This design comes from an exercise in tuning for small area on the open sky130 flow, not from production work. In this exercise RTL edits were held to simulation tests only and were not proved equivalent to the original. Power figures rest on the tool's default switching activity, not on a simulated workload.

== lagoon ==
==> flow/design.v <==
module SDHOST(clock, reset, cmd_pin_in, cmd_pin_out, response_outReg, R024h_CPU, R024h_CPU_out, R00eh_CPU, R00eh_CPU_out, R008h_CPU, R008h_CPU_out, R032h_CPU, R032h_CPU_out, R030h_CPU, R030h_CPU_out);
	input          clock;
	input          reset;
	input          cmd_pin_in;
	output         cmd_pin_out;
	output [127:0] response_outReg;
	input  [31:0]  R024h_CPU;
	output [31:0]  R024h_CPU_out;
	input  [15:0]  R00eh_CPU;
	output [15:0]  R00eh_CPU_out;
	input  [31:0]  R008h_CPU;
	output [31:0]  R008h_CPU_out;
	input  [15:0]  R032h_CPU;
	output [15:0]  R032h_CPU_out;
	input  [15:0]  R030h_CPU;
	output [15:0]  R030h_CPU_out;
	reg [15:0] r024;    
	reg [12:0] r00e;    
	reg [31:0] r008;
	reg [13:0] r032;    
	reg [8:0]  r030;    
	reg        cc;      
	reg [125:0] sh;
	reg [126:0] resp;
	reg [6:0]   crc;
	reg [6:0]   cnt;
	reg         txr;    
	reg         txn;    
	reg         wt;     
	reg         rx;     
	wire ld      = r024[0];               
	wire tx      = txr | txn;
	wire dp      = tx & (cnt <= 7'd38);   
	wire fend    = tx & (cnt == 7'd46);   
	wire c126    = (cnt == 7'd126);
	wire start   = wt & ~cmd_pin_in;
	wire tmo     = wt & c126;
	wire rdone   = rx & c126;
	wire crc_fb  = sh[125] ^ crc[6];
	assign cmd_pin_out = dp ? sh[125] : crc[6];
	always @(posedge clock) begin
		if (reset) begin
			r024 <= 0;
			r00e <= 0;
			r008 <= 0;
			r032 <= 0;
			r030 <= 0;
			cc   <= 0;
			txr  <= 0;
			txn  <= 0;
			wt   <= 0;
			rx   <= 0;
			crc  <= 7'h7f;
		end else begin
			r024 <= {R024h_CPU[24:16], R024h_CPU[11:8], R024h_CPU[2:0]};
			r00e <= {R00eh_CPU[13:3], R00eh_CPU[1:0]};
			r008 <= R008h_CPU;
			r032 <= {R032h_CPU[15:12], R032h_CPU[9:1], R032h_CPU[0] | tmo};
			r030 <= {R030h_CPU[15], R030h_CPU[8:1]};
			cc   <= (txn & fend) | tmo | rdone;
			txr  <= (ld & (r00e[1:0] != 2'b00)) | (txr & ~fend);
			txn  <= (ld & (r00e[1:0] == 2'b00)) | (txn & ~fend);
			wt   <= (txr & fend) | (wt & cmd_pin_in & ~c126);
			rx   <= (start & ~c126) | (rx & ~c126);
			if (ld)
				crc <= 7'h00;
			else if (dp)
				crc <= {crc[5:0], 1'b0} ^ (crc_fb ? 7'h09 : 7'h00);
			else
				crc <= {crc[5:0] , 1'b1} & {~R024h_CPU[0], 6'h3f};
		end
	end
	wire         rload = rdone & ~reset;
	wire         rhold = ~rdone & ~reset;
	wire [126:0] resp_d;
	wire [125:0] sh_d;
	genvar i;
	generate
		for (i = 0; i < 127; i = i + 1) begin : g_resp
			ao22 u (.a(i == 0 ? cmd_pin_in : sh[(i == 0 ? 0 : i - 1)]), .b(rload), .c(resp[i]), .e(rhold), .y(resp_d[i]));
		end
		for (i = 87; i < 125; i = i + 1) begin : g_load
			ao22 u (.a(i > 118 ? r00e[i - 112] : r008[i - 87]), .b(ld), .c(sh[i - 1]), .e(~ld), .y(sh_d[i]));
		end
	endgenerate
	assign sh_d[125]   = sh[124] | ld;
	assign sh_d[86:1]  = sh[85:0];
	assign sh_d[0]     = cmd_pin_in;
	always @(posedge clock) begin
		resp <= resp_d;
		cnt  <= (ld | start) ? 7'd0 : cnt + 7'd1;
		sh   <= sh_d;
	end
	assign response_outReg = {1'b0, resp};
	assign R024h_CPU_out = {7'b0, r024[15:7], 4'b0, r024[6:3], 5'b0, r024[2:0]};
	assign R00eh_CPU_out = {2'b0, r00e[12:2], 1'b0, r00e[1:0]};
	assign R008h_CPU_out = r008;
	assign R032h_CPU_out = {r032[13:10], 2'b0, r032[9:0]};
	assign R030h_CPU_out = {r030[8], 6'b0, r030[7:0], cc};
endmodule
module ao22(a, b, c, e, y);
	input  a, b, c, e;
	output y;
	assign y = (a & b) | (c & e);
endmodule
export LEC_CHECK = 0
export CAP_MARGIN = 20
export CORE_MARGIN = 2
export CORE_UTILIZATION = 80
export SLEW_MARGIN = 20
export SYNTH_HIERARCHICAL = 1
export SYNTH_MINIMUM_KEEP_SIZE = 0
create_clock -name core_clock -period 5.0 [get_ports {clock}]
standard.sh (not shown) runs the stock make flow with config.mk's settings and CLKGATE_MAP_FILE= SYNTH_SCRIPT=/design/flow/synth_recipe.tcl, a recipe that flattens the netlist after the stock synthesis.
==> flow/flow/run.sh <==
#!/bin/bash
# The standard layout (standard.sh, standard synthesis unchanged) with three changes:
# - port buffers use the smallest buffer cell (buf_1) instead of clkdlybuf4s50_1;
# - clock tree from clkbuf_4 with small sink clusters and no dummy loads;
# - one tie cell for all constant outputs (no tie fanout repair).
set -euo pipefail
bash standard.sh \
  "BUFFER_PORTS_ARGS=-buffer_cell sky130_fd_sc_hd__buf_1" \
  "CTS_ARGS=-sink_clustering_enable -repair_clock_nets -buf_list sky130_fd_sc_hd__clkbuf_4 -sink_clustering_size 10 -sink_clustering_max_diameter 40 -dont_use_dummy_load" \
  SKIP_REPAIR_TIE_FANOUT=1 \
  finish > standard_flow.log 2>&1
Input changes introduced in willow (baseline for comparison: lagoon):
diff --git a/flow/design.v b/flow/design.v
--- a/flow/design.v
+++ b/flow/design.v
@@ -19,13 +19,12 @@
 	reg [31:0] r008;
 	reg [13:0] r032;    
 	reg [8:0]  r030;    
 	reg        cc;      
 	reg [125:0] sh;
 	reg [126:0] resp;
-	reg [6:0]   crc;
 	reg [6:0]   cnt;
 	reg         txr;    
 	reg         txn;    
 	reg         wt;     
 	reg         rx;     
 	wire ld      = r024[0];               
@@ -33,44 +32,37 @@
 	wire dp      = tx & (cnt <= 7'd38);   
 	wire fend    = tx & (cnt == 7'd46);   
 	wire c126    = (cnt == 7'd126);
 	wire start   = wt & ~cmd_pin_in;
 	wire tmo     = wt & c126;
 	wire rdone   = rx & c126;
-	wire crc_fb  = sh[125] ^ crc[6];
-	assign cmd_pin_out = dp ? sh[125] : crc[6];
+	wire crc_fb  = dp & (sh[125] ^ sh[6]);
+	assign cmd_pin_out = ~ld & (dp ? sh[125] : (sh[6] | ~tx));
 	always @(posedge clock) begin
 		if (reset) begin
 			r024 <= 0;
 			r00e <= 0;
 			r008 <= 0;
 			r032 <= 0;
 			r030 <= 0;
 			cc   <= 0;
 			txr  <= 0;
 			txn  <= 0;
 			wt   <= 0;
 			rx   <= 0;
-			crc  <= 7'h7f;
 		end else begin
 			r024 <= {R024h_CPU[24:16], R024h_CPU[11:8], R024h_CPU[2:0]};
 			r00e <= {R00eh_CPU[13:3], R00eh_CPU[1:0]};
 			r008 <= R008h_CPU;
 			r032 <= {R032h_CPU[15:12], R032h_CPU[9:1], R032h_CPU[0] | tmo};
 			r030 <= {R030h_CPU[15], R030h_CPU[8:1]};
 			cc   <= (txn & fend) | tmo | rdone;
 			txr  <= (ld & (r00e[1:0] != 2'b00)) | (txr & ~fend);
 			txn  <= (ld & (r00e[1:0] == 2'b00)) | (txn & ~fend);
 			wt   <= (txr & fend) | (wt & cmd_pin_in & ~c126);
 			rx   <= (start & ~c126) | (rx & ~c126);
-			if (ld)
-				crc <= 7'h00;
-			else if (dp)
-				crc <= {crc[5:0], 1'b0} ^ (crc_fb ? 7'h09 : 7'h00);
-			else
-				crc <= {crc[5:0] , 1'b1} & {~R024h_CPU[0], 6'h3f};
 		end
 	end
 	wire         rload = rdone & ~reset;
 	wire         rhold = ~rdone & ~reset;
 	wire [126:0] resp_d;
 	wire [125:0] sh_d;
@@ -81,14 +73,14 @@
 		end
 		for (i = 87; i < 125; i = i + 1) begin : g_load
 			ao22 u (.a(i > 118 ? r00e[i - 112] : r008[i - 87]), .b(ld), .c(sh[i - 1]), .e(~ld), .y(sh_d[i]));
 		end
 	endgenerate
 	assign sh_d[125]   = sh[124] | ld;
-	assign sh_d[86:1]  = sh[85:0];
-	assign sh_d[0]     = cmd_pin_in;
+	assign sh_d[86:7]  = sh[85:6];
+	assign sh_d[6:0]   = {sh[5:3], sh[2] ^ crc_fb, sh[1:0], tx ? (~dp | crc_fb) : cmd_pin_in} & {7{~ld}};
 	always @(posedge clock) begin
 		resp <= resp_d;
 		cnt  <= (ld | start) ? 7'd0 : cnt + 7'd1;
 		sh   <= sh_d;
 	end
 	assign response_outReg = {1'b0, resp};
[summary]
willow packs its core looser than lagoon.
Compared with lagoon, willow shows highest clock frequency the design can meet that has gone up by a few percent.
Final critical delay including setup and external delays was lower in willow than in lagoon.
For willow, the launch point of the worst path was cnt[2], unlike lagoon, where it was cnt[1].
Going from lagoon to willow, power after layout shrank slightly.
[compare] base=lagoon new=willow: post-route fraction of the period consumed by the critical path dropped 1.8 points; arrival time of data at the critical path endpoint decreased 0.09 ns.
There was hardly any difference in switching share of total power between lagoon and willow.
Comparing willow and lagoon, vertical die dimension is higher on lagoon.

==> static timing again, ports no longer ideal <==
In the flow no input, the clock included, has a driving cell. The finished layouts below were timed again as built, in two steps. Step 1 assumes that a clkbuf_16 drives the clock port and a buf_2 every other input. Step 2 moves the port delays by t, midway between the first and last clock arrival at a register: inputs arrive t later, outputs are due t later. That takes back most of the time a late clock gives input paths. Three values: ideal ports, drivers, drivers and shift; two values: the first two.
run | t, ns | slack for setup (ns) | slew at the worst register clock pin (ns)
lagoon | 0.620 | 1.795 / 1.758 / 2.026 | 0.11 / 0.11
willow | 0.653 | 1.884 / 1.843 / 2.153 | 0.11 / 0.11
After both steps setup and hold are still met in every run listed.
